From an optimization exercise on the open Yosys and OpenROAD flow, aimed at small area and a short achievable clock period; shortcuts taken in it are not production practice. Only simulation tests tie the RTL to the original design; equivalence was not proved. Power is estimated from default activity; no workload was simulated.

// sata_link
module sata_link(
   trn_rsof_n, trn_reof_n, trn_rd, trn_rsrc_rdy_n,
   trn_tdst_rdy_n, trn_tdst_dsc_n, trn_csof_n, trn_ceof_n, trn_cd,
   trn_csrc_rdy_n, trn_csrc_dsc_n, txdata, txdatak,
   phyclk, host_rst, trn_rdst_rdy_n, trn_rdst_dsc_n, trn_tsof_n,
   trn_teof_n, trn_td, trn_tsrc_rdy_n, trn_tsrc_dsc_n, trn_cdst_rdy_n,
   trn_cdst_dsc_n, txdatak_pop, rxdata, rxdatak, linkup
   );
Settings: LEC_CHECK=0, CAP_MARGIN=20, CORE_MARGIN=2, CORE_UTILIZATION=55, CTS_CLUSTER_DIAMETER=100, CTS_CLUSTER_SIZE=25, PLACE_DENSITY=0.65, SETUP_SLACK_MARGIN=3.6, SLEW_MARGIN=20, TNS_END_PERCENT=10; clock period 6.5 ns.
standard.sh (not shown) runs the stock make flow with config.mk's settings and CLKGATE_MAP_FILE= SYNTH_SCRIPT=/design/flow/synth_recipe.tcl, a recipe that flattens the netlist after the stock synthesis.
==> flow/flow/run.sh <==
#!/bin/bash
# Layout flow: the standard ORFS flow (standard.sh: unchanged synthesis,
# floorplan, power grid, placement, CTS and routing) with three extra ORFS
# settings:
#  - port buffers are sky130_fd_sc_hd__buf_2 instead of the delay cell
#    buffer_ports picks by default (BUFFER_PORTS_ARGS);
#  - the resizer may change a cell's footprint (MATCH_CELL_FOOTPRINT=0), so
#    port buffers and gates on critical paths can be sized freely;
#  - CTS clusters up to 25 sinks within 100 um and adds no dummy loads
#    (CTS_ARGS; the other arguments are the ones cts.tcl uses by default).
# The full output of the run goes to standard.log in the work folder.
set -euo pipefail
bash standard.sh \
  "BUFFER_PORTS_ARGS=-buffer_cell sky130_fd_sc_hd__buf_2" \
  MATCH_CELL_FOOTPRINT=0 \
  "CTS_ARGS=-sink_clustering_enable -repair_clock_nets -sink_clustering_size 25 -sink_clustering_max_diameter 100 -dont_use_dummy_load" \
  finish > standard.log 2>&1
Next try:
--- a/flow/design.v
+++ b/flow/design.v
@@ -947,67 +947,64 @@
         else if (~as_q && di && prim_insert)
           pi_n = 1'b1;
         else if (~as_q | host_rst)
           pi_n = 1'b0;
      end
    wire eofr_n = (rd_eof && rd_en) ? 1'b1 : rd_sof ? 1'b0 : trn_eof_reg;
    wire t_rst = host_rst | trn_tfifo_rst;
    wire t_inc = wr_en & ~rd_en & ~t_full;
    wire t_dec = ~wr_en & rd_en & ~t_empty;
    wire [3:0] tcnt_a = t_inc ? tcnt + 4'd1 : t_dec ? tcnt - 4'd1 : tcnt;
    wire [3:0] tcnt_n = t_rst ? 4'hf : tcnt_a;
    reg  [3:0]  tcnt_m1;         
-   wire hdec = wr_en ? (rd_en | t_full) : (rd_en & ~t_empty);
-   wire hwr  = wr_en & (rd_en ? tcnt == 4'h0 : t_empty);
+   reg         hdec;            
+   reg         hwr;             
    wire [3:0]  hidx = hdec ? tcnt_m1 : tcnt;
    wire [33:0] head_a = hwr ? {wr_eof, wr_sof, wr_di} : tmem[hidx];
    wire [33:0] head_r = wr_en ? tmem[14] : tmem[15];
    wire [33:0] head_n = t_rst ? head_r : head_a;
    wire rd_en_n = (~ns_k & ~as_n & ~pi_n) | di_n;
+   wire full_n  = tcnt_n == 4'he;
+   wire empty_n = tcnt_n == 4'hf;
+   wire hdec_n  = wr_en_n ? (rd_en_n | full_n) : (rd_en_n & ~empty_n);
+   wire hwr_n   = wr_en_n & (rd_en_n ? tcnt_n == 4'h0 : empty_n);
    always @(posedge phyclk)
      if (wr_en)
        begin : tshift
           integer i;
           for (i = 15; i > 0; i = i - 1)
             tmem[i] <= tmem[i-1];
           tmem[0] <= {wr_eof, wr_sof, wr_di};
        end
    always @(posedge phyclk)
      begin
         tcnt    <= tcnt_n;
         rd_en   <= rd_en_n;
         tcnt_m1 <= tcnt_n - 4'd1;
+        hdec    <= hdec_n;
+        hwr     <= hwr_n;
         t_empty <= tcnt_n == 4'hf;
         t_low   <= tcnt_n == 4'hf || tcnt_n == 4'h0 || tcnt_n == 4'h1;
         t_full  <= tcnt_n == 4'he;
         afull_q <= tcnt_n == 4'hc || tcnt_n == 4'hd || tcnt_n == 4'he;
         afull_nq <= ~(tcnt_n == 4'hc || tcnt_n == 4'hd || tcnt_n == 4'he);
         rd_sof  <= head_n[32];
         rd_eof  <= head_n[33];
      end
    wire [31:0] dat_n = eofr_n ? wr_di_n : head_n[31:0];
-   reg  [31:0] txdata_n;
-   reg         txdatak_n;
-   always @(*)
-     begin
-        txdatak_n = (ns_k | as_n | pi_n) && ~di_n;
-        if (as_n)
-          txdata_n = P_ALIGN;
-        else if (pi_n && ~di_n)
-          txdata_n = cde_n ? P_EOF : P_SOF;
-        else if (di_n || ~ns_k)
-          txdata_n = dat_n;
-        else
-          txdata_n = ns_char;
-     end
+   wire        sel_ch = ~as_n & ~pi_n & ~di_n;          
+   wire [31:0] tx_y   = as_n ? P_ALIGN :
+                        (pi_n & ~di_n) ? (cde_n ? P_EOF : P_SOF) : dat_n;
+   wire [31:0] txdata_n  = (sel_ch & ns_k) ? ns_char : tx_y;
+   wire        txdatak_n = (ns_k | as_n | pi_n) && ~di_n;
    reg [31:0] txdata_q;
    reg        txdatak_q;
    always @(posedge phyclk)
      begin
         align_cnt   <= align_cnt_n;
         as_q        <= as_n;
         c12_q       <= c12_n;
         lk_d1       <= lk;
         lk_d2       <= lk_d1;
         prim_insert <= pi_n;
         char_d_eof  <= cde_n;
         trn_eof_reg <= eofr_n;
Hold slack got worse by 12 ps; synthesized cell count is lower slightly; via count is lower by a few percent; final cell count is lower slightly; global-route usage is lower by 1.3 points; power is lower slightly; design area is lower slightly; setup slack improved by 180 ps; wire length is lower by a few percent; non-clock buffer count is lower by 42; clock-buffer cell count is higher by 1.

## separate check: timing with driven ports
In the flow no input, the clock included, has a driving cell. The finished layouts below were timed again as built, in two steps. Step 1 sets driving cells, clkbuf_16 on the clock port and buf_2 on the other inputs (assumed; they add their load-dependent delay and slew). Step 2 times the ports against the registers' clock, not the clock port: input delays grow and output delays shrink by t, the midpoint of the rising clock arrivals with the driver on. Slacks: no drivers / after step 1 / after step 2; pairs: no drivers / after step 1.
run	t (ns)	setup slack, ns	clock arrival spread, ns	worst register clock-pin slew, ns
the first run	0.726	3.276 / 3.336 / 2.610	0.086 / 0.086	0.11 / 0.11
the second run	0.732	3.453 / 3.437 / 2.706	0.081 / 0.081	0.11 / 0.11
After both steps setup and hold are still met in every run listed. For the second run, which loses most, drivers alone change the setup slack by -0.016 ns; drivers and shift together by -0.747 ns.
